Source: an optimization exercise on an open RTL-to-GDS flow (aim: small area and a short achievable clock period). Production flows keep margins and buffers that such runs may drop.
RTL that was checked went through simulation tests only; none was proved equivalent to the original.
Function not checked in run 2: the RTL went through the layout flow alone.

[design/flow/run.sh]
#!/bin/bash
# synth_recipe.tcl (not shown) runs the flow's synth.tcl, then flattens the netlist and writes it again
# the make line also repeats each setting of config.mk as NAME=value (left out here)
make -C /OpenROAD-flow-scripts/flow DESIGN_CONFIG=/design/flow/config.mk WORK_HOME=/design/flow/orfs CLKGATE_MAP_FILE= SYNTH_SCRIPT=/design/flow/synth_recipe.tcl finish
[design/flow/config.mk]
export PLATFORM = sky130hd
export DESIGN_NAME = pbit_lattice
export DESIGN_NICKNAME = pbit_lattice
export VERILOG_FILES = /design/flow/design.v
export SDC_FILE = /design/flow/constraint.sdc
export NUM_CORES = 4
export LEC_CHECK = 0
export CAP_MARGIN = 20
export CORE_MARGIN = 2
export CORE_UTILIZATION = 55
export CTS_CLUSTER_DIAMETER = 80
export CTS_CLUSTER_SIZE = 24
export SETUP_SLACK_MARGIN = 5
export SLEW_MARGIN = 20
export SYNTH_HIERARCHICAL = 1
export SYNTH_MINIMUM_KEEP_SIZE = 0
[design/flow/constraint.sdc]
create_clock -name core_clock -period 10.0 [get_ports {clk}]
set_input_delay 2.0000 -clock core_clock [delete_from_list [all_inputs] [get_ports {clk}]]
set_output_delay 2.0000 -clock core_clock [all_outputs]
set_load 0.01 [all_outputs]
[design/flow/design.v]
package PSL_pkg;
    localparam j_bit_width   = 6;   
    localparam h_bit_width   = 6;   
    localparam i_bit_width   = 6;   
    localparam RNG_bit_width = 32;  
endpackage : PSL_pkg
`timescale 1ns / 1ps
module lfsr_bit_n (rst, q, c, d);
input rst, q, c;
output d;
assign d = ~((rst | q) & c);
endmodule
module lfsr_bit_p (rst, q, c, d);
input rst, q, c;
output d;
assign d = (rst | q) & c;
endmodule
module wbit_n (ld, ldn, w, q, d);
input ld, ldn, w, q;
output d;
assign d = ~((ld | q) & (ldn | w));
endmodule
module wbit_p (ld, ldn, w, q, d);
input ld, ldn, w, q;
output d;
assign d = (ld | q) & (ldn | w);
endmodule
`timescale 1ns / 1ps
module LUT_bias (rn, base, hk, le, lt, tinf);
input  [31:0] rn;
output [4:0]  base;
output        hk, le, lt, tinf;
wire [31:0] r = ~rn;
wire [31:0] th;
assign th[0] = r[31];
assign th[1] = th[0] & r[30];
assign th[2] = th[1] & r[29];
assign th[3] = th[2] & r[28];
assign th[4] = th[3] & r[27];
assign th[5] = th[4] & r[26];
assign th[6] = th[5] & r[25];
assign th[7] = th[6] & r[24];
assign th[8] = th[7] & r[23];
assign th[9] = th[8] & r[22];
assign th[10] = th[9] & r[21];
assign th[11] = th[10] & r[20];
assign th[12] = th[11] & r[19];
assign th[13] = th[12] & r[18];
assign th[14] = th[13] & r[17];
assign th[15] = th[14] & r[16];
assign th[16] = th[15] & r[15];
assign th[17] = th[16] & r[14];
assign th[18] = th[17] & r[13];
assign th[19] = th[18] & r[12];
assign th[20] = th[19] & r[11];
assign th[21] = th[20] & r[10];
assign th[22] = th[21] & r[9];
assign th[23] = th[22] & r[8];
assign th[24] = th[23] & r[7];
assign th[25] = th[24] & r[6];
assign th[26] = th[25] & r[5];
assign th[27] = th[26] & r[4];
assign th[28] = th[27] & r[3];
assign th[29] = th[28] & r[2];
assign th[30] = th[29] & r[1];
assign th[31] = th[30] & r[0];
wire [32:0] oh;
assign oh[0] = ~r[31];
assign oh[1] = th[0] & ~r[30];
assign oh[2] = th[1] & ~r[29];
assign oh[3] = th[2] & ~r[28];
assign oh[4] = th[3] & ~r[27];
assign oh[5] = th[4] & ~r[26];
assign oh[6] = th[5] & ~r[25];
assign oh[7] = th[6] & ~r[24];
assign oh[8] = th[7] & ~r[23];
assign oh[9] = th[8] & ~r[22];
assign oh[10] = th[9] & ~r[21];
assign oh[11] = th[10] & ~r[20];
assign oh[12] = th[11] & ~r[19];
assign oh[13] = th[12] & ~r[18];
assign oh[14] = th[13] & ~r[17];
assign oh[15] = th[14] & ~r[16];
assign oh[16] = th[15] & ~r[15];
assign oh[17] = th[16] & ~r[14];
assign oh[18] = th[17] & ~r[13];
assign oh[19] = th[18] & ~r[12];
assign oh[20] = th[19] & ~r[11];
assign oh[21] = th[20] & ~r[10];
assign oh[22] = th[21] & ~r[9];
assign oh[23] = th[22] & ~r[8];
assign oh[24] = th[23] & ~r[7];
assign oh[25] = th[24] & ~r[6];
assign oh[26] = th[25] & ~r[5];
assign oh[27] = th[26] & ~r[4];
assign oh[28] = th[27] & ~r[3];
assign oh[29] = th[28] & ~r[2];
assign oh[30] = th[29] & ~r[1];
assign oh[31] = th[30] & ~r[0];
assign oh[32] = th[31];
wire [31:0] lsel;
assign lsel[0] = oh[1] | oh[10] | oh[17] | oh[20] | oh[23] | oh[25] | oh[28] | oh[30] | th[31];
assign lsel[1] = oh[1] | oh[4] | oh[11] | oh[14] | oh[17] | oh[21] | oh[24] | oh[25] | oh[28] | th[30];
assign lsel[2] = oh[1] | oh[3] | oh[8] | oh[15] | oh[18] | oh[20] | oh[21] | oh[23] | oh[24] | oh[25] | oh[28] | th[29];
assign lsel[3] = oh[1] | oh[5] | oh[7] | oh[10] | oh[12] | oh[14] | oh[15] | oh[17] | oh[20] | oh[21] | oh[23] | oh[24] | oh[25] | oh[27] | th[28];
assign lsel[4] = oh[3] | oh[5] | oh[7] | oh[10] | oh[14] | oh[18] | oh[21] | oh[23] | oh[25] | th[27];
assign lsel[5] = oh[1] | oh[4] | oh[5] | oh[17] | oh[25] | th[26];
assign lsel[6] = oh[3] | oh[4] | oh[5] | oh[8] | oh[11] | oh[12] | oh[14] | oh[15] | oh[17] | oh[21] | oh[24] | th[25];
assign lsel[7] = oh[1] | oh[3] | oh[4] | oh[7] | oh[11] | oh[12] | oh[15] | oh[17] | oh[21] | th[24];
assign lsel[8] = oh[1] | oh[4] | oh[5] | oh[10] | oh[11] | oh[12] | oh[15] | th[23];
assign lsel[9] = oh[1] | oh[3] | oh[10] | oh[14] | oh[15] | oh[18] | oh[20] | oh[21] | th[22];
assign lsel[10] = oh[1] | oh[4] | oh[8] | oh[11] | oh[14] | oh[15] | th[21];
assign lsel[11] = oh[3] | oh[10] | oh[12] | oh[17] | oh[18] | th[20];
assign lsel[12] = oh[8] | oh[17] | oh[18] | th[19];
assign lsel[13] = oh[1] | oh[3] | oh[4] | oh[7] | oh[8] | oh[12] | oh[15] | th[18];
assign lsel[14] = oh[3] | oh[4] | oh[5] | oh[7] | oh[8] | oh[10] | oh[12] | oh[15] | th[17];
assign lsel[15] = oh[1] | oh[3] | oh[4] | oh[8] | oh[12] | oh[15] | th[16];
assign lsel[16] = oh[3] | oh[4] | oh[5] | oh[7] | oh[8] | oh[12] | oh[14] | th[15];
assign lsel[17] = oh[1] | oh[3] | oh[4] | oh[11] | oh[12] | th[14];
assign lsel[18] = oh[1] | oh[5] | oh[8] | oh[10] | oh[12] | th[13];
assign lsel[19] = oh[3] | oh[4] | oh[7] | oh[8] | oh[11] | th[12];
assign lsel[20] = oh[3] | oh[4] | oh[8] | th[11];
assign lsel[21] = oh[1] | oh[3] | oh[5] | th[10];
assign lsel[22] = oh[3] | oh[4] | oh[5] | oh[7] | oh[8] | th[9];
assign lsel[23] = oh[4] | th[8];
assign lsel[24] = oh[1] | oh[3] | oh[4] | oh[5] | th[7];
assign lsel[25] = oh[1] | oh[4] | oh[5] | th[6];
assign lsel[26] = th[5];
assign lsel[27] = oh[1] | th[4];
assign lsel[28] = oh[1] | th[3];
assign lsel[29] = oh[1] | th[2];
assign lsel[30] = th[1];
assign lsel[31] = th[0];
wire [31:0] cg0, ce0;
assign cg0[0] = lsel[0] & rn[0];
assign ce0[0] = lsel[0] ^ rn[0];
assign cg0[1] = lsel[1] & rn[1];
assign ce0[1] = lsel[1] ^ rn[1];
assign cg0[2] = lsel[2] & rn[2];
assign ce0[2] = lsel[2] ^ rn[2];
assign cg0[3] = lsel[3] & rn[3];
assign ce0[3] = lsel[3] ^ rn[3];
assign cg0[4] = lsel[4] & rn[4];
assign ce0[4] = lsel[4] ^ rn[4];
assign cg0[5] = lsel[5] & rn[5];
assign ce0[5] = lsel[5] ^ rn[5];
assign cg0[6] = lsel[6] & rn[6];
assign ce0[6] = lsel[6] ^ rn[6];
assign cg0[7] = lsel[7] & rn[7];
assign ce0[7] = lsel[7] ^ rn[7];
assign cg0[8] = lsel[8] & rn[8];
assign ce0[8] = lsel[8] ^ rn[8];
assign cg0[9] = lsel[9] & rn[9];
assign ce0[9] = lsel[9] ^ rn[9];
assign cg0[10] = lsel[10] & rn[10];
assign ce0[10] = lsel[10] ^ rn[10];
assign cg0[11] = lsel[11] & rn[11];
assign ce0[11] = lsel[11] ^ rn[11];
assign cg0[12] = lsel[12] & rn[12];
assign ce0[12] = lsel[12] ^ rn[12];
assign cg0[13] = lsel[13] & rn[13];
assign ce0[13] = lsel[13] ^ rn[13];
assign cg0[14] = lsel[14] & rn[14];
assign ce0[14] = lsel[14] ^ rn[14];
assign cg0[15] = lsel[15] & rn[15];
assign ce0[15] = lsel[15] ^ rn[15];
assign cg0[16] = lsel[16] & rn[16];
assign ce0[16] = lsel[16] ^ rn[16];
assign cg0[17] = lsel[17] & rn[17];
assign ce0[17] = lsel[17] ^ rn[17];
assign cg0[18] = lsel[18] & rn[18];
assign ce0[18] = lsel[18] ^ rn[18];
assign cg0[19] = lsel[19] & rn[19];
assign ce0[19] = lsel[19] ^ rn[19];
assign cg0[20] = lsel[20] & rn[20];
assign ce0[20] = lsel[20] ^ rn[20];
assign cg0[21] = lsel[21] & rn[21];
assign ce0[21] = lsel[21] ^ rn[21];
assign cg0[22] = lsel[22] & rn[22];
assign ce0[22] = lsel[22] ^ rn[22];
assign cg0[23] = lsel[23] & rn[23];
assign ce0[23] = lsel[23] ^ rn[23];
assign cg0[24] = lsel[24] & rn[24];
assign ce0[24] = lsel[24] ^ rn[24];
assign cg0[25] = lsel[25] & rn[25];
assign ce0[25] = lsel[25] ^ rn[25];
assign cg0[26] = lsel[26] & rn[26];
assign ce0[26] = lsel[26] ^ rn[26];
assign cg0[27] = lsel[27] & rn[27];
assign ce0[27] = lsel[27] ^ rn[27];
assign cg0[28] = lsel[28] & rn[28];
assign ce0[28] = lsel[28] ^ rn[28];
assign cg0[29] = lsel[29] & rn[29];
assign ce0[29] = lsel[29] ^ rn[29];
assign cg0[31:30] = 2'b00;
assign ce0[31:30] = 2'b11;
wire c1_0g, c1_0e;
assign c1_0g = ~(cg0[1] | (ce0[1] & cg0[0]));
assign c1_0e = ~(ce0[1] & ce0[0]);
wire c1_1g, c1_1e;
assign c1_1g = ~(cg0[3] | (ce0[3] & cg0[2]));
assign c1_1e = ~(ce0[3] & ce0[2]);
wire c1_2g, c1_2e;
assign c1_2g = ~(cg0[5] | (ce0[5] & cg0[4]));
assign c1_2e = ~(ce0[5] & ce0[4]);
wire c1_3g, c1_3e;
assign c1_3g = ~(cg0[7] | (ce0[7] & cg0[6]));
assign c1_3e = ~(ce0[7] & ce0[6]);
wire c1_4g, c1_4e;
assign c1_4g = ~(cg0[9] | (ce0[9] & cg0[8]));
assign c1_4e = ~(ce0[9] & ce0[8]);
wire c1_5g, c1_5e;
assign c1_5g = ~(cg0[11] | (ce0[11] & cg0[10]));
assign c1_5e = ~(ce0[11] & ce0[10]);
wire c1_6g, c1_6e;
assign c1_6g = ~(cg0[13] | (ce0[13] & cg0[12]));
assign c1_6e = ~(ce0[13] & ce0[12]);
wire c1_7g, c1_7e;
assign c1_7g = ~(cg0[15] | (ce0[15] & cg0[14]));
assign c1_7e = ~(ce0[15] & ce0[14]);
wire c1_8g, c1_8e;
assign c1_8g = ~(cg0[17] | (ce0[17] & cg0[16]));
assign c1_8e = ~(ce0[17] & ce0[16]);
wire c1_9g, c1_9e;
assign c1_9g = ~(cg0[19] | (ce0[19] & cg0[18]));
assign c1_9e = ~(ce0[19] & ce0[18]);
wire c1_10g, c1_10e;
assign c1_10g = ~(cg0[21] | (ce0[21] & cg0[20]));
assign c1_10e = ~(ce0[21] & ce0[20]);
wire c1_11g, c1_11e;
assign c1_11g = ~(cg0[23] | (ce0[23] & cg0[22]));
assign c1_11e = ~(ce0[23] & ce0[22]);
wire c1_12g, c1_12e;
assign c1_12g = ~(cg0[25] | (ce0[25] & cg0[24]));
assign c1_12e = ~(ce0[25] & ce0[24]);
wire c1_13g, c1_13e;
assign c1_13g = ~(cg0[27] | (ce0[27] & cg0[26]));
assign c1_13e = ~(ce0[27] & ce0[26]);
wire c1_14g, c1_14e;
assign c1_14g = ~(cg0[29] | (ce0[29] & cg0[28]));
assign c1_14e = ~(ce0[29] & ce0[28]);
wire c1_15g, c1_15e;
assign c1_15g = ~(cg0[31] | (ce0[31] & cg0[30]));
assign c1_15e = ~(ce0[31] & ce0[30]);
wire c2_0g, c2_0e;
assign c2_0g = ~(c1_1g & (c1_1e | c1_0g));
assign c2_0e = ~(c1_1e | c1_0e);
wire c2_1g, c2_1e;
assign c2_1g = ~(c1_3g & (c1_3e | c1_2g));
assign c2_1e = ~(c1_3e | c1_2e);
wire c2_2g, c2_2e;
assign c2_2g = ~(c1_5g & (c1_5e | c1_4g));
assign c2_2e = ~(c1_5e | c1_4e);
wire c2_3g, c2_3e;
assign c2_3g = ~(c1_7g & (c1_7e | c1_6g));
assign c2_3e = ~(c1_7e | c1_6e);
wire c2_4g, c2_4e;
assign c2_4g = ~(c1_9g & (c1_9e | c1_8g));
assign c2_4e = ~(c1_9e | c1_8e);
wire c2_5g, c2_5e;
assign c2_5g = ~(c1_11g & (c1_11e | c1_10g));
assign c2_5e = ~(c1_11e | c1_10e);
wire c2_6g, c2_6e;
assign c2_6g = ~(c1_13g & (c1_13e | c1_12g));
assign c2_6e = ~(c1_13e | c1_12e);
wire c2_7g, c2_7e;
assign c2_7g = ~(c1_15g & (c1_15e | c1_14g));
assign c2_7e = ~(c1_15e | c1_14e);
wire c3_0g, c3_0e;
assign c3_0g = ~(c2_1g | (c2_1e & c2_0g));
assign c3_0e = ~(c2_1e & c2_0e);
wire c3_1g, c3_1e;
assign c3_1g = ~(c2_3g | (c2_3e & c2_2g));
assign c3_1e = ~(c2_3e & c2_2e);
wire c3_2g, c3_2e;
assign c3_2g = ~(c2_5g | (c2_5e & c2_4g));
assign c3_2e = ~(c2_5e & c2_4e);
wire c3_3g, c3_3e;
assign c3_3g = ~(c2_7g | (c2_7e & c2_6g));
assign c3_3e = ~(c2_7e & c2_6e);
wire c4_0g, c4_0e;
assign c4_0g = ~(c3_1g & (c3_1e | c3_0g));
assign c4_0e = ~(c3_1e | c3_0e);
wire c4_1g, c4_1e;
assign c4_1g = ~(c3_3g & (c3_3e | c3_2g));
assign c4_1e = ~(c3_3e | c3_2e);
wire c5_0g, c5_0e;
assign c5_0g = ~(c4_1g | (c4_1e & c4_0g));
assign c5_0e = ~(c4_1e & c4_0e);
assign le = c5_0g;
assign lt = c5_0g & c5_0e;
assign hk = oh[1] | oh[3] | oh[4] | oh[5] | oh[7] | oh[8] | oh[10] | oh[11] | oh[12] | oh[14] | oh[15] | oh[17] | oh[18] | oh[20] | oh[21] | oh[23] | oh[24] | oh[25] | oh[27] | oh[28] | oh[30];
assign tinf = oh[32];
assign base[0] = (th[0] & ~th[1]) | (th[3] & ~th[4]) | (th[5] & ~th[7]) | (th[8] & ~th[10]) | (th[11] & ~th[12]) | (th[14] & ~th[15]) | (th[17] & ~th[18]) | (th[20] & ~th[21]) | (th[23] & ~th[24]) | (th[25] & ~th[27]) | (th[28] & ~th[30]);
assign base[1] = (th[1] & ~th[4]) | (th[7] & ~th[10]) | (th[12] & ~th[15]) | (th[18] & ~th[21]) | (th[24] & ~th[27]) | (th[30]);
assign base[2] = (th[4] & ~th[10]) | (th[15] & ~th[21]) | (th[27]);
assign base[3] = (th[10] & ~th[21]);
assign base[4] = (th[21]);
endmodule
module cmp_leaf (a, bn, g, e);
input a, bn;
output g, e;
assign g = a & bn;
assign e = a ^ bn;
endmodule
module cmp_node_p (gh, eh, gl, el, g, e);
input gh, eh, gl, el;
output g, e;
assign g = ~(gh | (eh & gl));
assign e = ~(eh & el);
endmodule
module cmp_node_n (gh, eh, gl, el, g, e);
input gh, eh, gl, el;
output g, e;
assign g = ~(gh & (eh | gl));
assign e = ~(eh | el);
endmodule
`timescale 1ns / 1ps
module fadd (a, b, c, s, co);
input a, b, c;
output s, co;
wire t;
xor_c x1 (.a(a), .b(b), .y(t));
xor_c x2 (.a(t), .b(c), .y(s));
maj_c m1 (.a(a), .b(b), .c(c), .y(co));
endmodule
module hadd (a, b, s, co);
input a, b;
output s, co;
xor_c x1 (.a(a), .b(b), .y(s));
and_c n1 (.a(a), .b(b), .y(co));
endmodule
module xor_c (a, b, y);
input a, b;
output y;
assign y = a ^ b;
endmodule
module maj_c (a, b, c, y);
input a, b, c;
output y;
assign y = (a & b) | (a & c) | (b & c);
endmodule
module and_c (a, b, y);
input a, b;
output y;
assign y = a & b;
endmodule
`timescale 1ns / 1ps
module pbit (s_in, h_n, J_n, base, c1n, th_c2, tinf, first, r31n, en, keep, sq, d0, d1, d2);
input  [5:0]  s_in;
input  [5:0]  h_n;
input  [35:0] J_n;
input  [4:0]  base;
input         c1n, th_c2, tinf, first, r31n;
input         en, keep, sq;
output        d0, d1, d2;
wire co1, co2, co3;
wire [4:0] nbase = ~base;
wire [5:0] p31 = {1'b0, base} + 6'd31;
wire [8:0] ra, rb;
wire t0_1 = ~(J_n[1] ^ s_in[0]);
wire t0_2 = ~(J_n[2] ^ s_in[0]);
wire t0_3 = ~(J_n[3] ^ s_in[0]);
wire t0_4 = ~(J_n[4] ^ s_in[0]);
wire t0_5 = J_n[5] ^ s_in[0];
wire ci0 = ~(J_n[0] | s_in[0]);
wire t1_1 = ~(J_n[7] ^ s_in[1]);
wire t1_2 = ~(J_n[8] ^ s_in[1]);
wire t1_3 = ~(J_n[9] ^ s_in[1]);
wire t1_4 = ~(J_n[10] ^ s_in[1]);
wire t1_5 = J_n[11] ^ s_in[1];
wire ci1 = ~(J_n[6] | s_in[1]);
wire t2_1 = ~(J_n[13] ^ s_in[2]);
wire t2_2 = ~(J_n[14] ^ s_in[2]);
wire t2_3 = ~(J_n[15] ^ s_in[2]);
wire t2_4 = ~(J_n[16] ^ s_in[2]);
wire t2_5 = J_n[17] ^ s_in[2];
wire ci2 = ~(J_n[12] | s_in[2]);
wire t3_1 = ~(J_n[19] ^ s_in[3]);
wire t3_2 = ~(J_n[20] ^ s_in[3]);
wire t3_3 = ~(J_n[21] ^ s_in[3]);
wire t3_4 = ~(J_n[22] ^ s_in[3]);
wire t3_5 = J_n[23] ^ s_in[3];
wire ci3 = ~(J_n[18] | s_in[3]);
wire t4_1 = ~(J_n[25] ^ s_in[4]);
wire t4_2 = ~(J_n[26] ^ s_in[4]);
wire t4_3 = ~(J_n[27] ^ s_in[4]);
wire t4_4 = ~(J_n[28] ^ s_in[4]);
wire t4_5 = J_n[29] ^ s_in[4];
wire ci4 = ~(J_n[24] | s_in[4]);
wire t5_1 = ~(J_n[31] ^ s_in[5]);
wire t5_2 = ~(J_n[32] ^ s_in[5]);
wire t5_3 = ~(J_n[33] ^ s_in[5]);
wire t5_4 = ~(J_n[34] ^ s_in[5]);
wire t5_5 = J_n[35] ^ s_in[5];
wire ci5 = ~(J_n[30] | s_in[5]);
wire hb5 = ~h_n[5];
wire fs1, fc1;
fadd fa1 (.a(h_n[1]), .b(ci0), .c(ci1), .s(fs1), .co(fc1));
wire fs2, fc2;
fadd fa2 (.a(ci2), .b(ci3), .c(ci4), .s(fs2), .co(fc2));
wire hs3, hc3;
hadd ha3 (.a(J_n[0]), .b(J_n[6]), .s(hs3), .co(hc3));
wire fs4, fc4;
fadd fa4 (.a(ci5), .b(t0_1), .c(t1_1), .s(fs4), .co(fc4));
wire fs5, fc5;
fadd fa5 (.a(t2_1), .b(t3_1), .c(t4_1), .s(fs5), .co(fc5));
wire fs6, fc6;
fadd fa6 (.a(h_n[2]), .b(t0_2), .c(t1_2), .s(fs6), .co(fc6));
wire fs7, fc7;
fadd fa7 (.a(t2_2), .b(t3_2), .c(t4_2), .s(fs7), .co(fc7));
wire hs8, hc8;
hadd ha8 (.a(t5_2), .b(fc1), .s(hs8), .co(hc8));
wire fs9, fc9;
fadd fa9 (.a(h_n[3]), .b(t0_3), .c(t1_3), .s(fs9), .co(fc9));
wire fs10, fc10;
fadd fa10 (.a(t2_3), .b(t3_3), .c(t4_3), .s(fs10), .co(fc10));
wire fs11, fc11;
fadd fa11 (.a(h_n[4]), .b(t0_4), .c(t1_4), .s(fs11), .co(fc11));
wire hs12, hc12;
hadd ha12 (.a(t2_4), .b(t3_4), .s(hs12), .co(hc12));
wire fs13, fc13;
fadd fa13 (.a(hb5), .b(t0_5), .c(t1_5), .s(fs13), .co(fc13));
wire hs14, hc14;
hadd ha14 (.a(t2_5), .b(t3_5), .s(hs14), .co(hc14));
wire fs15, fc15;
fadd fa15 (.a(J_n[12]), .b(J_n[18]), .c(J_n[24]), .s(fs15), .co(fc15));
wire fs16, fc16;
fadd fa16 (.a(t5_1), .b(hc3), .c(fs1), .s(fs16), .co(fc16));
wire hs17, hc17;
hadd ha17 (.a(fs2), .b(fs4), .s(hs17), .co(hc17));
wire fs18, fc18;
fadd fa18 (.a(fc2), .b(fc4), .c(fc5), .s(fs18), .co(fc18));
wire fs19, fc19;
fadd fa19 (.a(fs6), .b(fs7), .c(hs8), .s(fs19), .co(fc19));
wire fs20, fc20;
fadd fa20 (.a(t5_3), .b(fc6), .c(fc7), .s(fs20), .co(fc20));
wire fs21, fc21;
fadd fa21 (.a(fs9), .b(fs10), .c(hc8), .s(fs21), .co(fc21));
wire fs22, fc22;
fadd fa22 (.a(t4_4), .b(t5_4), .c(hs12), .s(fs22), .co(fc22));
wire fs23, fc23;
fadd fa23 (.a(fc9), .b(fc10), .c(fs11), .s(fs23), .co(fc23));
wire fs24, fc24;
fadd fa24 (.a(t4_5), .b(t5_5), .c(hc12), .s(fs24), .co(fc24));
wire fs25, fc25;
fadd fa25 (.a(hs14), .b(fc11), .c(fs13), .s(fs25), .co(fc25));
wire hs26, hc26;
hadd ha26 (.a(J_n[30]), .b(h_n[0]), .s(hs26), .co(hc26));
wire fs27, fc27;
fadd fa27 (.a(fc15), .b(fs5), .c(hs17), .s(fs27), .co(fc27));
wire fs28, fc28;
fadd fa28 (.a(hc17), .b(fc16), .c(fs18), .s(fs28), .co(fc28));
wire fs29, fc29;
fadd fa29 (.a(fc18), .b(fs20), .c(fc19), .s(fs29), .co(fc29));
wire fs30, fc30;
fadd fa30 (.a(fs22), .b(fc20), .c(fs23), .s(fs30), .co(fc30));
wire fs31, fc31;
fadd fa31 (.a(fc22), .b(fs24), .c(fc23), .s(fs31), .co(fc31));
wire fs32, fc32;
fadd fa32 (.a(hc14), .b(fc13), .c(fc24), .s(fs32), .co(fc32));
wire hs33, hc33;
hadd ha33 (.a(hs26), .b(hs3), .s(hs33), .co(hc33));
wire fs34, fc34;
fadd fa34 (.a(hc26), .b(fs16), .c(fs27), .s(fs34), .co(fc34));
wire fs35, fc35;
fadd fa35 (.a(fs19), .b(fc27), .c(fs28), .s(fs35), .co(fc35));
wire fs36, fc36;
fadd fa36 (.a(fs21), .b(fc28), .c(fs29), .s(fs36), .co(fc36));
wire fs37, fc37;
fadd fa37 (.a(fc21), .b(fs30), .c(fc29), .s(fs37), .co(fc37));
wire fs38, fc38;
fadd fa38 (.a(fs25), .b(fc30), .c(fs31), .s(fs38), .co(fc38));
wire fs39, fc39;
fadd fa39 (.a(fc25), .b(fs32), .c(fc31), .s(fs39), .co(fc39));
assign ra = {1'b0, fc39, fc38, fc37, fc36, fc35, fc34, hc33, hs33};
assign rb = {1'b0, fc32, fs39, fs38, fs37, fs36, fs35, fs34, fs15};
geq_t g1 (.a(ra[7:0]), .b(rb[7:0]), .k(nbase), .cin(c1n), .co(co1));
geq_n g2 (.a(ra[7:0]), .b(rb[7:0]), .k(p31), .cin(th_c2), .co(co2));
geq_z g3 (.a(ra[7:0]), .b(rb[7:0]), .cin(1'b0), .co(co3));
wire s_new = first ? r31n : ((~tinf & co1) | (co2 & ~co3));
wire d = (en & s_new) | (keep & sq);
assign d0 = d;
assign d1 = d;
assign d2 = d;
endmodule
module geq_t (a, b, k, cin, co);
input [7:0] a, b;
input [4:0] k;
input cin;
output co;
wire [7:0] s, c;
assign s[0] = a[0] ^ b[0] ^ k[0];
assign c[0] = (a[0] & b[0]) | (a[0] & k[0]) | (b[0] & k[0]);
assign s[1] = a[1] ^ b[1] ^ k[1];
assign c[1] = (a[1] & b[1]) | (a[1] & k[1]) | (b[1] & k[1]);
assign s[2] = a[2] ^ b[2] ^ k[2];
assign c[2] = (a[2] & b[2]) | (a[2] & k[2]) | (b[2] & k[2]);
assign s[3] = a[3] ^ b[3] ^ k[3];
assign c[3] = (a[3] & b[3]) | (a[3] & k[3]) | (b[3] & k[3]);
assign s[4] = a[4] ^ b[4] ^ k[4];
assign c[4] = (a[4] & b[4]) | (a[4] & k[4]) | (b[4] & k[4]);
assign s[5] = a[5] ^ b[5];
assign c[5] = a[5] & b[5];
assign s[6] = a[6] ^ b[6];
assign c[6] = a[6] & b[6];
assign s[7] = a[7] ^ b[7];
assign c[7] = a[7] & b[7];
wire [7:0] y = {c[6:0], 1'b0};
wire [7:0] g0 = s & y;
wire [7:0] p0 = s | y;
wire gg1 = g0[1] | (p0[1] & g0[0]);
wire pp1 = p0[1] & p0[0];
wire gg2 = g0[3] | (p0[3] & g0[2]);
wire pp2 = p0[3] & p0[2];
wire gg3 = g0[5] | (p0[5] & g0[4]);
wire pp3 = p0[5] & p0[4];
wire gg4 = g0[7] | (p0[7] & g0[6]);
wire pp4 = p0[7] & p0[6];
wire gg5 = gg2 | (pp2 & gg1);
wire pp5 = pp2 & pp1;
wire gg6 = gg4 | (pp4 & gg3);
wire pp6 = pp4 & pp3;
wire gg7 = gg6 | (pp6 & gg5);
wire pp7 = pp6 & pp5;
assign co = c[7] | gg7 | (pp7 & cin);
endmodule
module geq_n (a, b, k, cin, co);
input [7:0] a, b;
input [5:0] k;
input cin;
output co;
wire [7:0] s, c;
assign s[0] = a[0] ^ b[0] ^ k[0];
assign c[0] = (a[0] & b[0]) | (a[0] & k[0]) | (b[0] & k[0]);
assign s[1] = a[1] ^ b[1] ^ k[1];
assign c[1] = (a[1] & b[1]) | (a[1] & k[1]) | (b[1] & k[1]);
assign s[2] = a[2] ^ b[2] ^ k[2];
assign c[2] = (a[2] & b[2]) | (a[2] & k[2]) | (b[2] & k[2]);
assign s[3] = a[3] ^ b[3] ^ k[3];
assign c[3] = (a[3] & b[3]) | (a[3] & k[3]) | (b[3] & k[3]);
assign s[4] = a[4] ^ b[4] ^ k[4];
assign c[4] = (a[4] & b[4]) | (a[4] & k[4]) | (b[4] & k[4]);
assign s[5] = a[5] ^ b[5] ^ k[5];
assign c[5] = (a[5] & b[5]) | (a[5] & k[5]) | (b[5] & k[5]);
assign s[6] = a[6] ^ b[6];
assign c[6] = a[6] & b[6];
assign s[7] = a[7] ^ b[7];
assign c[7] = a[7] & b[7];
wire [7:0] y = {c[6:0], 1'b0};
wire [7:0] g0 = s & y;
wire [7:0] p0 = s | y;
wire gg1 = g0[1] | (p0[1] & g0[0]);
wire pp1 = p0[1] & p0[0];
wire gg2 = g0[3] | (p0[3] & g0[2]);
wire pp2 = p0[3] & p0[2];
wire gg3 = g0[5] | (p0[5] & g0[4]);
wire pp3 = p0[5] & p0[4];
wire gg4 = g0[7] | (p0[7] & g0[6]);
wire pp4 = p0[7] & p0[6];
wire gg5 = gg2 | (pp2 & gg1);
wire pp5 = pp2 & pp1;
wire gg6 = gg4 | (pp4 & gg3);
wire pp6 = pp4 & pp3;
wire gg7 = gg6 | (pp6 & gg5);
wire pp7 = pp6 & pp5;
assign co = c[7] | gg7 | (pp7 & cin);
endmodule
module geq_z (a, b, cin, co);
input [7:0] a, b;
input cin;
output co;
wire [7:0] s, c;
assign s[0] = a[0] ^ b[0];
assign c[0] = a[0] & b[0];
assign s[1] = a[1] ^ b[1];
assign c[1] = a[1] & b[1];
assign s[2] = a[2] ^ b[2];
assign c[2] = a[2] & b[2];
assign s[3] = a[3] ^ b[3];
assign c[3] = a[3] & b[3];
assign s[4] = a[4] ^ b[4];
assign c[4] = a[4] & b[4];
assign s[5] = ~(a[5] ^ b[5]);
assign c[5] = a[5] | b[5];
assign s[6] = a[6] ^ b[6];
assign c[6] = a[6] & b[6];
assign s[7] = a[7] ^ b[7];
assign c[7] = a[7] & b[7];
wire [7:0] y = {c[6:0], 1'b0};
wire [7:0] g0 = s & y;
wire [7:0] p0 = s | y;
wire gg1 = g0[1] | (p0[1] & g0[0]);
wire pp1 = p0[1] & p0[0];
wire gg2 = g0[3] | (p0[3] & g0[2]);
wire pp2 = p0[3] & p0[2];
wire gg3 = g0[5] | (p0[5] & g0[4]);
wire pp3 = p0[5] & p0[4];
wire gg4 = g0[7] | (p0[7] & g0[6]);
wire pp4 = p0[7] & p0[6];
wire gg5 = gg2 | (pp2 & gg1);
wire pp5 = pp2 & pp1;
wire gg6 = gg4 | (pp4 & gg3);
wire pp6 = pp4 & pp3;
wire gg7 = gg6 | (pp6 & gg5);
wire pp7 = pp6 & pp5;
assign co = c[7] | gg7 | (pp7 & cin);
endmodule
`timescale 1ns / 1ps
import PSL_pkg :: *;
module pbit_lattice (
    input  wire        clk,
    input  wire        rst,         
    input  wire        run,         
    input  wire [31:0] seed_mix,    
    input  wire        cfg_we,      
    input  wire [6:0]  cfg_addr,    
    input  wire [5:0]  cfg_wdata,   
    output wire [26:0] s            
);
localparam L = 3;
localparam N = L*L*L;
localparam [N*RNG_bit_width-1:0] SEEDS = {
        32'h55724a8a,
        32'hafa2d07c,
        32'h1121a14d,
        32'h8fde5639,
        32'h132a29cf,
        32'h27cd95a0,
        32'h26af91d1,
        32'ha71dba49,
        32'h5552da89,
        32'hdab4fcb8,
        32'h093f36eb,
        32'h8eca7365,
        32'h7965c0fe,
        32'h4d317c68,
        32'h022dd18d,
        32'h3c7ba9e3,
        32'h8be9794d,
        32'h3c95ad20,
        32'h819ed6b6,
        32'he7158a80,
        32'h21f64544,
        32'he06c85af,
        32'hbaec4ef7,
        32'h02ff349d,
        32'h4f876aa3,
        32'h9c2b9d9f,
        32'h2ae75e2e
};
reg [2:0] ph;
always @(posedge clk) begin
    if (rst) ph <= 3'b001;
    else ph <= {ph[1:0], ph[2]};
end
reg first;
always @(posedge clk) first <= rst;
reg [j_bit_width-1:0]   Js [0:3*N-1];    
reg [h_bit_width-1:0]   hs [0:N-1];
reg [RNG_bit_width-1:0] rs [0:N-1];
reg [N-1:0]             ss0, ss1, ss2;
wire [4*N-1:0] dec;
genvar a;
generate
for (a = 0; a < 4*N; a = a + 1) begin : gdec
    assign dec[a] = cfg_we && (cfg_addr == a);
end
endgenerate
wire [5:0] wd0 = rst ? 6'd0 : cfg_wdata;
wire [5:0] wd1 = ~wd0;
wire [31:0] rmixn1 = ~({32{rst}} & seed_mix);    
wire [31:0] rmixn0 = ~({32{rst}} & ~seed_mix);   
wire s_en   = run & ~rst;
wire s_keep = ~run & ~rst;
genvar x, y, z, d, b;
generate
for (z = 0; z < L; z = z + 1) begin : gz
  for (y = 0; y < L; y = y + 1) begin : gy
    localparam integer UA  = (L - (y+z)%L) % L;
    localparam integer A   = UA + L*y + L*L*z;
    localparam integer XP  = (UA+1)%L + L*y + L*L*z;
    localparam integer XM  = (UA+L-1)%L + L*y + L*L*z;
    localparam integer YP  = UA + L*((y+1)%L) + L*L*z;
    localparam integer YM  = UA + L*((y+L-1)%L) + L*L*z;
    localparam integer ZP  = UA + L*y + L*L*((z+1)%L);
    localparam integer ZM  = UA + L*y + L*L*((z+L-1)%L);
    wire s_d0, s_d1, s_d2;     
    wire [RNG_bit_width-1:0] r_next;
    localparam integer NX = (UA+1)%L + L*y + L*L*z;
    wire [4:0] t_base;
    wire t_hk, t_le, t_lt, t_tinf;
    LUT_bias lut (.rn(rs[NX]), .base(t_base), .hk(t_hk), .le(t_le), .lt(t_lt), .tinf(t_tinf));
    reg [4:0] q_base;
    reg q_c1n, q_c2, q_tinf;
    always @(posedge clk) begin
        q_base  <= t_base;
        q_c1n   <= ~(t_hk & t_le);
        q_c2    <= t_hk & t_lt;
        q_tinf  <= t_tinf;
    end
    pbit unit (
        .s_in({ss2[ZM], ss2[ZP], ss1[YM], ss1[YP], ss0[XM], ss0[XP]}),
        .h_n(hs[A]),
        .J_n({Js[3*ZM+2], Js[3*A+2], Js[3*YM+1], Js[3*A+1], Js[3*XM+0], Js[3*A+0]}),
        .base(q_base), .c1n(q_c1n), .th_c2(q_c2), .tinf(q_tinf),
        .first(first), .r31n(~rs[A][31]),
        .en(s_en), .keep(s_keep), .sq(ss0[A]), .d0(s_d0), .d1(s_d1), .d2(s_d2));
    wire [RNG_bit_width-1:0] r_a = rs[A];
    assign r_next = {r_a[RNG_bit_width-2:0], ~(r_a[31] ^ r_a[21] ^ r_a[1] ^ r_a[0])};
    for (x = 0; x < L; x = x + 1) begin : gu
      localparam integer U   = x;
      localparam integer S   = U + L*y + L*L*z;
      localparam integer SRC = (U+1)%L + L*y + L*L*z;
      localparam integer X0  = (U+1)%L, X1 = (U+2)%L, X2 = U;
      localparam integer I0  = X0 + L*y + L*L*z, I1 = X1 + L*y + L*L*z, I2 = X2 + L*y + L*L*z;
      localparam POL  = (U == (UA+1)%L);
      localparam PSRC = (((U+1)%L) == (UA+1)%L);
      localparam INV  = POL ^ PSRC;
      localparam LPOL  = POL;
      localparam LPSRC = PSRC;
      localparam LINV  = LPOL ^ LPSRC;
      localparam [RNG_bit_width-1:0] SEED = SEEDS[S*RNG_bit_width +: RNG_bit_width];
      wire [RNG_bit_width-1:0] rq = (SRC == A) ? (r_next ^ {RNG_bit_width{LPSRC}}) : rs[SRC];
      wire [RNG_bit_width-1:0] rd;
      for (b = 0; b < RNG_bit_width; b = b + 1) begin : gb
        if (LINV) begin : n
          lfsr_bit_n g (.rst(rst), .q(rq[b]), .c((SEED[b] ^ LPOL) ? rmixn0[b] : rmixn1[b]), .d(rd[b]));
        end else begin : p
          lfsr_bit_p g (.rst(rst), .q(rq[b]), .c((SEED[b] ^ LPOL) ? rmixn1[b] : rmixn0[b]), .d(rd[b]));
        end
      end
      always @(posedge clk) rs[S] <= rd;
      if (SRC == A) begin : sa
        always @(posedge clk) begin
          ss0[S] <= s_d0;
          ss1[S] <= s_d1;
          ss2[S] <= s_d2;
        end
      end else if (S == A) begin : sc
        always @(posedge clk) ss0[S] <= rst ? 1'b0 : ss0[SRC];
      end else begin : sb
        always @(posedge clk) begin
          ss0[S] <= rst ? 1'b0 : ss0[SRC];
          ss1[S] <= rst ? 1'b0 : ss1[SRC];
          ss2[S] <= rst ? 1'b0 : ss2[SRC];
        end
      end
      wire hld = rst | (ph[0] & dec[3*N+I0]) | (ph[1] & dec[3*N+I1]) | (ph[2] & dec[3*N+I2]);
      wire [h_bit_width-1:0] hd;
      for (b = 0; b < h_bit_width; b = b + 1) begin : ghb
        if (INV) begin : n
          wbit_n g (.ld(hld), .ldn(~hld), .w(POL ? wd0[b] : wd1[b]), .q(hs[SRC][b]), .d(hd[b]));
        end else begin : p
          wbit_p g (.ld(hld), .ldn(~hld), .w(POL ? wd1[b] : wd0[b]), .q(hs[SRC][b]), .d(hd[b]));
        end
      end
      always @(posedge clk) hs[S] <= hd;
      for (d = 0; d < 3; d = d + 1) begin : gd
        wire jld = rst | (ph[0] & dec[3*I0+d]) | (ph[1] & dec[3*I1+d]) | (ph[2] & dec[3*I2+d]);
        wire [j_bit_width-1:0] jd;
        for (b = 0; b < j_bit_width; b = b + 1) begin : gjb
          if (INV) begin : n
            wbit_n g (.ld(jld), .ldn(~jld), .w(POL ? wd0[b] : wd1[b]), .q(Js[3*SRC+d][b]), .d(jd[b]));
          end else begin : p
            wbit_p g (.ld(jld), .ldn(~jld), .w(POL ? wd1[b] : wd0[b]), .q(Js[3*SRC+d][b]), .d(jd[b]));
          end
        end
        always @(posedge clk) Js[3*S+d] <= jd;
      end
      localparam integer Q0 = x + L*y + L*L*z;
      localparam integer Q1 = (x+L-1)%L + L*y + L*L*z;
      localparam integer Q2 = (x+L-2)%L + L*y + L*L*z;
      assign s[S] = (ph[0] & ss0[Q0]) | (ph[1] & ss0[Q1]) | (ph[2] & ss0[Q2]);
    end
  end
end
endgenerate
endmodule
==> reports/metrics.cfg, run 1 <==
[logic_synthesis]
synth_area_per_cell_um2=9.46
synth_top_cell_by_area=dfxtp_1
synth-main-ff-cell=dfxtp_1
ys_async_sr_fraction_pct=0
netlist_area_um2=84800
synth_common_cells=1651 x dfxtp_1, 702 x xor2_1, 576 x o21ai_1
synth.distinct_cells=106
yosysMostFrequentCell=dfxtp_1
synth_edf_count=0
synth_warnings=13
yosysSeqAreaShare_pct=39.0
synth_top_area_share_pct=39.0
netlist_instances=8959
synthTopCellsByArea=dfxtp_1 39%, xor2_1 7.3%, ha_1 5.6%, maj3_2 4.3%, o22ai_1 3.7%
ys_seq_elements=1651

[clock_tree]
cts_tree=yes
clk_pin_slew_ns=0.09
root_buffer=clkbuf_16
htree_levels=3
clock_sinks=1651
postCtsHoldBufs=0
cts_setup_buffers=0
worstSkewPairLatency_ns=0.74
cts_buffer_depth=3
numCtsBuffers=93

[job]
timing.max_cap.violations=0

[grt]
grt_antenna_before_repair=16
grt_pass1_vias=68700
grt-ovfl-total=0
grt_max_degree=238
grt_pass1_wl_mm=442
track_usage_pct=36.9

[timing]
tightestPinTransition_ns=1.25
max_slew_margin_pct=16.7
timing.fmax_ghz=0.196
fin_tns_setup_ns=0
final_max_slew_viol_count=0
skew_ns=0.0451
finalHoldViolCount=0
rsz0062_at_grt=no
setup_viol=0
fin_crit_ns=5.10
min_period_over_period_pct=51.0

[placement]
place_hpwl_mm=222
gp_congestion=1.04
io_buffers=75
placed_cell_area_um2=87700
place_inst=10900

[critical_path]
worstPathArrival_ns=5.71
crit_start=rst
required_ns=10.61
crit_path_start_kind=input pin
worstReg2RegEnd=ss1[12]
cp_max_fo=81
critPathKind=in2reg
r2r_slack_ns=5.19
rr_worst_depth=14
worstSetupEndpoint=Js[32][5]
endpoint_kind=flop
r2r_start=ss2[22]

[detailed_routing]
drt_iter0_markers=8176
vias=72200
first_pass_iters=8
drt-wirelength-per-cell_um=27.1
drc_errors=0
wl_mm=300
vias_per_cell=6.52
drtAntennaViolNets=0

[finish]
synthToLayoutAreaGrowth_pct=6.88
layout-drive-gt1-share_pct=8.49
stdcell_count=11100
design_area_um2=90600
final_nets=9514
n_fill_cell=13700

[worst_hold_path]
hp-class=reg2reg
whs_path_depth=1

[floorplanning]
dieArea_um2=157000
die_w_um=397
start_util_pct=55.2
core-area_um2=154000
die_h_um=397
ios=76
num_rows=144

[outcome]
outcome=timing/DRC/antenna clean

==> per-module statistics from Yosys (local to each module, per instance), excerpt <==
module | cell area, um2 | flip-flops and latches | copies in the design
LUT_bias | 1730 | 0 | 9
and_c | 6.26 | 0 | 63
geq_n | 333 | 0 | 9
geq_t | 294 | 0 | 9
geq_z | 243 | 0 | 9
lfsr_bit_n | 5.00 | 0 | 576
lfsr_bit_p | 7.51 | 0 | 288
maj_c | 11.3 | 0 | 288
pbit | 453 | 0 | 9
pbit_lattice | 38400 | 1651 | 1
wbit_n | 6.26 | 0 | 432
wbit_p | 8.76 | 0 | 216
xor_c | 8.76 | 0 | 639
==> layout by cell type, fill, tap and decap left out, drive strengths merged, types with 65 or more instances in the layout <==
cell type and count:
a21oi 325, a221oi 99, and2 105, buf 91
clkbuf 97, clkdlybuf4s50 73, dfxtp 1651, fa 99
ha 378, inv 562, maj3 333, nand2 336
nand2b 65, nand3 106, nand4 129, nor2 478
nor2b 97, nor3 203, nor4 66, o211ai 72
o21a 322, o21ai 853, o22a 227, o22ai 499
xnor2 261, xor2 702
==> per-layer routing <==
layer	vias up	routed length [um]	part of all wire, %	track usage (%)
li1	33000	-	-	-
met1	35400	124000	41	48.4
met2	3164	132000	44	58.1
met3	738	23700	7.9	6.34
met4	6	19200	6.4	20.0
met5	-	36	0.012	0
==> area by class of cell <==
class                      instances  area, um2  area share, %
antenna                            6       15.0         0.0166
clock buffer                      97       2380           2.63
sequential                      1651      33100           36.5
tap                             2044       2560           2.82
clock inverter                    34        477          0.526
multi-input combinational       6528      48600           53.6
inverter                         550       2070           2.28
timing repair buffer             164       1480           1.64
==> cells by family after synthesis <==
logic type               after synthesis  synth area share (%)
AO/OA/AOI/OAI                       2909                  22.8
AND/OR/NAND/NOR                     1828                  11.9
flip-flops                          1651                  39.0
XOR/XNOR                             963                  9.95
adder cells (fa/ha/maj)              810                  12.3
buffers and inverters                780                  3.84
other                                  9                0.0398
multiplexers                           9                 0.122
==> worst max-delay path: stages <==
cell and delay (ns):
buf_8 0.32, clkinv_1 0.92, nand2_2 0.77, buf_4 0.33
inv_2 0.27, buf_4 0.52, o22a_1 0.31
==> state kept, by name (all words and copies together), names as in the netlist <==
register / count
ss1: 18
ss0: 27
gz.gy.q_c2: 9
hs: 162
Js: 486
ss2: 18
gz.gy.q_c1n: 9
gz.gy.q_tinf: 9
rs: 864
ph: 3
first: 1
gz.gy.q_base: 45
==> worst min-delay path by stage <==
stage | start | to
2_1_floorplan | rs[12][0] | rs[14][0]
3_3_place_gp | rs[6][2] | rs[8][2]
3_5_place_dp | rs[18][19] | rs[20][19]
4_1_cts | rs[2][9] | rs[1][9]
5_1_grt | rs[12][21] | rs[14][21]
6_report | rs[18][6] | rs[20][6]
==> through the flow <==
| step | utilization, % | setup WS, ns | hold slack, ns |
|---|---|---|---|
| after floorplan | - | 5.26 | 0.389 |
| after global placement | 57.1 | 4.39 | 0.394 |
| after detailed placement | 57.1 | 4.25 | 0.397 |
| after CTS | 59.0 | 5.02 | 0.393 |
| after global routing | 59.0 | 5.01 | 0.413 |
| final | 59.0 | 4.90 | 0.406 |
==> what timing repair did <==
| action | in CTS | in global routing |
|---|---|---|
| pin swaps | 0 | 1 |
| resized for setup | 3 | 9 |
| setup endpoints to repair | 9 | 63 |
==> inputs of run 2 (changes only) <==
--- a/design/flow/design.v
+++ b/design/flow/design.v
@@ -12,6 +12,6 @@
 endmodule
-module lfsr_bit_p (rst, q, c, d);
-input rst, q, c;
+module lfsr_bit_p (nrst, q, b, d);
+input nrst, q, b;
 output d;
-assign d = (rst | q) & c;
+assign d = (nrst & q) | b;
 endmodule
@@ -28,5 +28,6 @@
 `timescale 1ns / 1ps
-module LUT_bias (rn, base, hk, le, lt, tinf);
+module LUT_bias (rn, base, p31, hk, le, lt, tinf);
 input  [31:0] rn;
 output [4:0]  base;
+output [5:0]  p31;
 output        hk, le, lt, tinf;
@@ -194,4 +195,6 @@
 assign ce0[29] = lsel[29] ^ rn[29];
-assign cg0[31:30] = 2'b00;
-assign ce0[31:30] = 2'b11;
+assign cg0[30] = lsel[30] & rn[30];
+assign ce0[30] = lsel[30] ^ rn[30];
+assign cg0[31] = lsel[31] & rn[31];
+assign ce0[31] = lsel[31] ^ rn[31];
 wire c1_0g, c1_0e;
@@ -298,2 +301,8 @@
 assign base[4] = (th[21]);
+assign p31[0] = (~th[0]) | (th[1] & ~th[3]) | (th[4] & ~th[5]) | (th[7] & ~th[8]) | (th[10] & ~th[11]) | (th[12] & ~th[14]) | (th[15] & ~th[17]) | (th[18] & ~th[20]) | (th[21] & ~th[23]) | (th[24] & ~th[25]) | (th[27] & ~th[28]) | (th[30]);
+assign p31[1] = (~th[0]) | (th[3] & ~th[5]) | (th[8] & ~th[11]) | (th[14] & ~th[17]) | (th[20] & ~th[23]) | (th[25] & ~th[28]);
+assign p31[2] = (~th[0]) | (th[5] & ~th[11]) | (th[17] & ~th[23]) | (th[28]);
+assign p31[3] = (~th[0]) | (th[11] & ~th[23]);
+assign p31[4] = (~th[0]) | (th[23]);
+assign p31[5] = (th[0]);
 endmodule
@@ -321,6 +330,4 @@
 output s, co;
-wire t;
-xor_c x1 (.a(a), .b(b), .y(t));
-xor_c x2 (.a(t), .b(c), .y(s));
-maj_c m1 (.a(a), .b(b), .c(c), .y(co));
+assign s = a ^ b ^ c;
+assign co = (a & b) | (a & c) | (b & c);
 endmodule
@@ -329,22 +336,7 @@
 output s, co;
-xor_c x1 (.a(a), .b(b), .y(s));
-and_c n1 (.a(a), .b(b), .y(co));
-endmodule
-module xor_c (a, b, y);
-input a, b;
-output y;
-assign y = a ^ b;
-endmodule
-module maj_c (a, b, c, y);
-input a, b, c;
-output y;
-assign y = (a & b) | (a & c) | (b & c);
-endmodule
-module and_c (a, b, y);
-input a, b;
-output y;
-assign y = a & b;
+assign s = a ^ b;
+assign co = a & b;
 endmodule
 `timescale 1ns / 1ps
-module pbit (s_in, h_n, J_n, base, c1n, th_c2, tinf, first, r31n, en, keep, sq, d0, d1, d2);
+module pbit (s_in, h_n, J_n, rn, s_new);
 input  [5:0]  s_in;
@@ -352,9 +344,11 @@
 input  [35:0] J_n;
-input  [4:0]  base;
-input         c1n, th_c2, tinf, first, r31n;
-input         en, keep, sq;
-output        d0, d1, d2;
+input  [31:0] rn;     
+output        s_new;
+wire [4:0] base;
+wire [5:0] p31;
+wire hk, le, lt, tinf;
+LUT_bias l_i (.rn(rn), .base(base), .p31(p31), .hk(hk), .le(le), .lt(lt), .tinf(tinf));
+wire c1n = ~(hk & le);
+wire th_c2 = hk & lt;
 wire co1, co2, co3;
-wire [4:0] nbase = ~base;
-wire [5:0] p31 = {1'b0, base} + 6'd31;
 wire [8:0] ra, rb;
@@ -477,2 +471,3 @@
 assign rb = {1'b0, fc32, fs39, fs38, fs37, fs36, fs35, fs34, fs15};
+wire [4:0] nbase = ~base;
 geq_t g1 (.a(ra[7:0]), .b(rb[7:0]), .k(nbase), .cin(c1n), .co(co1));
@@ -480,7 +475,3 @@
 geq_z g3 (.a(ra[7:0]), .b(rb[7:0]), .cin(1'b0), .co(co3));
-wire s_new = first ? r31n : ((~tinf & co1) | (co2 & ~co3));
-wire d = (en & s_new) | (keep & sq);
-assign d0 = d;
-assign d1 = d;
-assign d2 = d;
+assign s_new = (~tinf & co1) | (co2 & ~co3);
 endmodule
@@ -508,3 +499,3 @@
 assign c[7] = a[7] & b[7];
-wire [7:0] y = {c[6:0], 1'b0};
+wire [7:0] y = {c[6:0], cin};
 wire [7:0] g0 = s & y;
@@ -525,3 +516,3 @@
 wire pp7 = pp6 & pp5;
-assign co = c[7] | gg7 | (pp7 & cin);
+assign co = c[7] | gg7;
 endmodule
@@ -549,3 +540,3 @@
 assign c[7] = a[7] & b[7];
-wire [7:0] y = {c[6:0], 1'b0};
+wire [7:0] y = {c[6:0], cin};
 wire [7:0] g0 = s & y;
@@ -566,3 +557,3 @@
 wire pp7 = pp6 & pp5;
-assign co = c[7] | gg7 | (pp7 & cin);
+assign co = c[7] | gg7;
 endmodule
@@ -589,3 +580,3 @@
 assign c[7] = a[7] & b[7];
-wire [7:0] y = {c[6:0], 1'b0};
+wire [7:0] y = {c[6:0], cin};
 wire [7:0] g0 = s & y;
@@ -606,3 +597,3 @@
 wire pp7 = pp6 & pp5;
-assign co = c[7] | gg7 | (pp7 & cin);
+assign co = c[7] | gg7;
 endmodule
@@ -656,4 +647,2 @@
 end
-reg first;
-always @(posedge clk) first <= rst;
 reg [j_bit_width-1:0]   Js [0:3*N-1];    
@@ -661,3 +650,3 @@
 reg [RNG_bit_width-1:0] rs [0:N-1];
-reg [N-1:0]             ss0, ss1, ss2;
+reg [N-1:0]             ss;
 wire [4*N-1:0] dec;
@@ -671,6 +660,7 @@
 wire [5:0] wd1 = ~wd0;
-wire [31:0] rmixn1 = ~({32{rst}} & seed_mix);    
-wire [31:0] rmixn0 = ~({32{rst}} & ~seed_mix);   
-wire s_en   = run & ~rst;
-wire s_keep = ~run & ~rst;
+wire nrst = ~rst;
+wire [31:0] rmix1 = {32{rst}} & seed_mix;
+wire [31:0] rmix0 = {32{rst}} & ~seed_mix;
+wire [31:0] rmixn1 = ~rmix1;    
+wire [31:0] rmixn0 = ~rmix0;    
 genvar x, y, z, d, b;
@@ -687,24 +677,10 @@
     localparam integer ZM  = UA + L*y + L*L*((z+L-1)%L);
-    wire s_d0, s_d1, s_d2;     
+    wire s_new;
     wire [RNG_bit_width-1:0] r_next;
-    localparam integer NX = (UA+1)%L + L*y + L*L*z;
-    wire [4:0] t_base;
-    wire t_hk, t_le, t_lt, t_tinf;
-    LUT_bias lut (.rn(rs[NX]), .base(t_base), .hk(t_hk), .le(t_le), .lt(t_lt), .tinf(t_tinf));
-    reg [4:0] q_base;
-    reg q_c1n, q_c2, q_tinf;
-    always @(posedge clk) begin
-        q_base  <= t_base;
-        q_c1n   <= ~(t_hk & t_le);
-        q_c2    <= t_hk & t_lt;
-        q_tinf  <= t_tinf;
-    end
     pbit unit (
-        .s_in({ss2[ZM], ss2[ZP], ss1[YM], ss1[YP], ss0[XM], ss0[XP]}),
+        .s_in({ss[ZM], ss[ZP], ss[YM], ss[YP], ss[XM], ss[XP]}),
         .h_n(hs[A]),
         .J_n({Js[3*ZM+2], Js[3*A+2], Js[3*YM+1], Js[3*A+1], Js[3*XM+0], Js[3*A+0]}),
-        .base(q_base), .c1n(q_c1n), .th_c2(q_c2), .tinf(q_tinf),
-        .first(first), .r31n(~rs[A][31]),
-        .en(s_en), .keep(s_keep), .sq(ss0[A]), .d0(s_d0), .d1(s_d1), .d2(s_d2));
-    wire [RNG_bit_width-1:0] r_a = rs[A];
+        .rn(rs[A]), .s_new(s_new));
+    wire [RNG_bit_width-1:0] r_a = ~rs[A];
     assign r_next = {r_a[RNG_bit_width-2:0], ~(r_a[31] ^ r_a[21] ^ r_a[1] ^ r_a[0])};
@@ -719,4 +695,4 @@
       localparam INV  = POL ^ PSRC;
-      localparam LPOL  = POL;
-      localparam LPSRC = PSRC;
+      localparam LPOL  = !POL;
+      localparam LPSRC = !PSRC;
       localparam LINV  = LPOL ^ LPSRC;
@@ -729,3 +705,3 @@
         end else begin : p
-          lfsr_bit_p g (.rst(rst), .q(rq[b]), .c((SEED[b] ^ LPOL) ? rmixn1[b] : rmixn0[b]), .d(rd[b]));
+          lfsr_bit_p g (.nrst(nrst), .q(rq[b]), .b((SEED[b] ^ LPOL) ? rmix0[b] : rmix1[b]), .d(rd[b]));
         end
@@ -733,16 +709,6 @@
       always @(posedge clk) rs[S] <= rd;
-      if (SRC == A) begin : sa
-        always @(posedge clk) begin
-          ss0[S] <= s_d0;
-          ss1[S] <= s_d1;
-          ss2[S] <= s_d2;
-        end
-      end else if (S == A) begin : sc
-        always @(posedge clk) ss0[S] <= rst ? 1'b0 : ss0[SRC];
-      end else begin : sb
-        always @(posedge clk) begin
-          ss0[S] <= rst ? 1'b0 : ss0[SRC];
-          ss1[S] <= rst ? 1'b0 : ss1[SRC];
-          ss2[S] <= rst ? 1'b0 : ss2[SRC];
-        end
+      always @(posedge clk) begin
+          if (rst) ss[S] <= 1'b0;
+          else if (SRC == A) ss[S] <= run ? s_new : ss[SRC];
+          else ss[S] <= ss[SRC];
       end
@@ -773,3 +739,3 @@
       localparam integer Q2 = (x+L-2)%L + L*y + L*L*z;
-      assign s[S] = (ph[0] & ss0[Q0]) | (ph[1] & ss0[Q1]) | (ph[2] & ss0[Q2]);
+      assign s[S] = (ph[0] & ss[Q0]) | (ph[1] & ss[Q1]) | (ph[2] & ss[Q2]);
     end
--- a/design/flow/config.mk
+++ b/design/flow/config.mk
@@ -10,4 +10,4 @@
 export CORE_UTILIZATION = 55
-export CTS_CLUSTER_DIAMETER = 80
-export CTS_CLUSTER_SIZE = 24
+export CTS_CLUSTER_DIAMETER = 100
+export CTS_CLUSTER_SIZE = 30
 export SETUP_SLACK_MARGIN = 5
==> run 2 against run 1 <==
Global-route usage grew 3.6 points. Clock skew fell by 0.0035 ns. Die area decreased by 5.3%. Worst setup slack gained 0.18 ns. Highest routed layer is now met4.
==> reports/metrics.cfg, run 2 <==
[outcome]
outcome=timing/DRC/antenna clean

[clock_tree]
numCtsBuffers=61  ; -34%
cts_tree=yes
htree_levels=2  ; -1
postCtsHoldBufs=0  ; unchanged
worstSkewPairLatency_ns=0.75  ; about the same
cts_buffer_depth=3  ; unchanged
root_buffer=clkbuf_16
clk_pin_slew_ns=0.11  ; +0.02 ns
clock_sinks=1542  ; -6.6%

[logic_synthesis]
synth.distinct_cells=92  ; -13%
synth_edf_count=0  ; unchanged
synth_top_area_share_pct=38.5  ; -0.52 points
synthTopCellsByArea=dfxtp_1 38%, fa_1 9.7%, ha_1 6.9%, a21o_1 3.8%, o22ai_1 3.7%
ys_seq_elements=1542  ; -6.6%
synth-main-ff-cell=dfxtp_1
netlist_area_um2=80300  ; -5.3%
synth_top_cell_by_area=dfxtp_1
netlist_instances=8235  ; -8.1%
synth_common_cells=1542 x dfxtp_1, 584 x o21ai_1, 480 x o22ai_1
synth_warnings=13  ; unchanged
synth_area_per_cell_um2=9.75  ; +3.0%
yosysMostFrequentCell=dfxtp_1
ys_async_sr_fraction_pct=0  ; unchanged
yosysSeqAreaShare_pct=38.5  ; -0.52 points

[finish]
multiInputGateArea_um2=46500  ; -4.3%
final_nets=9142  ; -3.9%
reg_top3=rs x864, Js x486, hs x162
ff_latch_area_um2=30900  ; -6.6%
regMostFlops=rs
layout_commonest_cell=dfxtp_1
layout-drive-gt1-share_pct=5.98  ; -2.5 points
n_fill_cell=12700  ; -7.5%
final_cell_mix=1537 x dfxtp_1, 584 x o21ai_1, 479 x o22ai_1
synthToLayoutAreaGrowth_pct=6.12
stdcell_count=10200  ; -7.9%
largest_register_ffs=864  ; unchanged

[detailed_routing]
vias=68800  ; -4.7%
drc_errors=0  ; unchanged
drt-wirelength-per-cell_um=30.5  ; +13%
first_pass_iters=8  ; unchanged
drtAntennaViolNets=0  ; unchanged
vias_per_cell=6.75  ; +3.5%
drt_iter0_markers=8620  ; +5.4%
wl_mm=311  ; +3.7%

[timing]
rsz0062_at_grt=yes
finalHoldViolCount=0  ; unchanged
setup_viol=0  ; unchanged
setup_slack_ns=5.08  ; +0.180 ns
skew_ns=0.0416  ; -0.00349 ns
final_max_slew_viol_count=0  ; unchanged
fin_crit_ns=4.92  ; -0.180 ns
min_period_over_period_pct=49.2  ; -1.8 points
timing.fmax_ghz=0.203  ; +3.7%
max_slew_margin_pct=15.6  ; -1.1 points
fin_tns_setup_ns=0  ; unchanged
tightestPinTransition_ns=1.25  ; +0.00476 ns

[critical_path]
crit_family=adder cells
critPathKind=reg2reg
cpPeakStageDelay_ns=0.62  ; -0.30 ns
worstPathCellList=buf_8 > xnor2_1 > fa_1 > fa_1 > fa_1 > fa_1 > ha_1 > a21oi_1 > o221ai_1 > a31oi_1 > o22ai_1 > a211o_1 > o22ai_1 > mux2i_1 > nor2_1
required_ns=10.68  ; +0.07 ns
crit_path_frequent_cell=fa_1
cp.buffers_inverters=1  ; -4
worstPathArrival_ns=5.60  ; -0.11 ns
cp_max_fo=22  ; -73%
cp_slowest_cell=fa_1
endpoint_kind=flop
crit_path_start_kind=flop

[placement]
place_inst=10100  ; -7.6%
io_buffers=75  ; unchanged
gp_congestion=1.04  ; -0.35%
dpl_worst_slack_ns=4.60  ; +0.348 ns
place_hpwl_mm=235  ; +5.7%

[grt]
grt-ovfl-total=0  ; unchanged
track_usage_pct=40.6  ; +3.6 points
grt_pass1_vias=64800  ; -5.8%
grt_max_degree=201  ; -16%
grt_antenna_before_repair=6  ; -10
grt_pass1_wl_mm=445  ; +0.56%

[floorplanning]
die_w_um=386  ; -2.7%
num_rows=140  ; -2.8%
ios=76  ; unchanged
die_h_um=386  ; -2.7%
start_util_pct=55.3  ; about the same
dieArea_um2=149000  ; -5.3%
core-area_um2=145000  ; -5.4%

[job]
timing.max_cap.violations=0  ; unchanged

[worst_hold_path]
hp-class=reg2reg

run 2: cell types whose count changed after synthesis, sizes merged, moves of 109 or more:
cell / delta
dfxtp: -109
maj3: -315
o21a: -309
fa: +288
a21o: +379
xor2: -639
run 2: layout make-up:
cell class              count  share of cell area [%]
diodes                      1                 0.00294
clock buffers              64                    1.86
clock inverters            13                   0.259
inverters                 445                    1.99
multi-input cells        6006                    54.6
flip-flops and latches   1542                    36.3
well taps                1917                    2.82
repair buffers            209                    2.27
run 2: path summary, 6_finish.rpt:
kind | endpoint | slack [ns] | startpoint | cells after the start
hold reg to reg | rs[7][5] | 0.40 | rs[8][5] | 1
hold / removal | rs[7][5] | 0.40 | rs[8][5] | 1
setup reg to reg | ss[10] | 5.08 | ss[20] | 15
setup / recovery | ss[10] | 5.08 | ss[20] | 15
run 2: modules after synthesis (local to each module, per instance):
module,cells inside,flops+latches
lfsr_bit_p,1,0
hadd,1,0
wbit_n,1,0
LUT_bias,295,0
pbit_lattice,2313,1542
wbit_p,1,0
geq_n,38,0
geq_t,35,0
lfsr_bit_n,1,0
geq_z,29,0
pbit,54,0
fadd,1,0
run 2: metal layers:
layer  vias to the layer above  track usage (%)  wire, um
li1                      30300                -         -
met1                     33900             55.1    125000
met2                      3827             61.6    134000
met3                       786             5.89     29300
met4                         0             23.6     22500
met5                         -                0         0
run 2: cell families after synthesis:
kind of cell	after synthesis	share of synthesized area, %
buffers and inverters	696	3.99
other	9	0.0421
and+or+nand+nor	1933	13.2
adders and majority gates	846	16.8
DFF	1542	38.5
AOI/OAI and AO/OA	2897	23.6
xor gates and xnor gates	297	3.75
muxes	15	0.224
run 2: repair_timing:
action	CTS	global route
hold endpoints to repair	0	0
pin swaps	0	5
gates resized for setup	12	63
buffers inserted	0	12
endpoints found under the setup margin	6	9
run 2: stage by stage:
stage,hold slack (ns),util [%],instance area [um2]
6_report,0.396,58.7,85200
3_5_place_dp,0.397,57.1,83000
2_1_floorplan,0.389,-,80300
3_3_place_gp,0.394,57.1,82900
5_1_grt,0.410,58.7,85200
4_1_cts,0.398,58.4,84800
run 2: worst reg2reg max path, cell delays in order (launching register included):
cell and delay, ns:
dfxtp_1 0.33, buf_8 0.20, xnor2_1 0.60, fa_1 0.58, fa_1 0.43, fa_1 0.46
fa_1 0.62, ha_1 0.31, a21oi_1 0.17, o221ai_1 0.17, a31oi_1 0.22, o22ai_1 0.11
a211o_1 0.35, o22ai_1 0.12, mux2i_1 0.10, nor2_1 0.09

[afterwards: timing with drivers on the ports]
The results above use ideal ports. As a check the final layouts listed here were re-extracted and re-timed, cells and wires unchanged. Step 1 (the two cells are an assumption about what drives the block):
set clk [get_ports {clk}]
set_driving_cell -lib_cell sky130_fd_sc_hd__clkbuf_16 $clk
set_driving_cell -lib_cell sky130_fd_sc_hd__buf_2 [delete_from_list [all_inputs] $clk]
Step 2 also shifts input and output timing later by t, the mid clock arrival at the registers, as if the neighbouring blocks saw the same clock. a / b / c = no drivers / after step 1 / after step 2; a / b = the first two.
run	shift t [ns]	slack for setup (ns)	worst data-port slew with drivers (ns)
run 1	0.799	4.901 / 4.929 / 4.130	0.14
run 2	0.818	5.081 / 5.081 / 4.481	0.06
After both steps setup and hold are still met in every run listed. For run 1, which loses most, drivers alone change the setup slack by +0.028 ns; drivers and shift together by -0.771 ns.
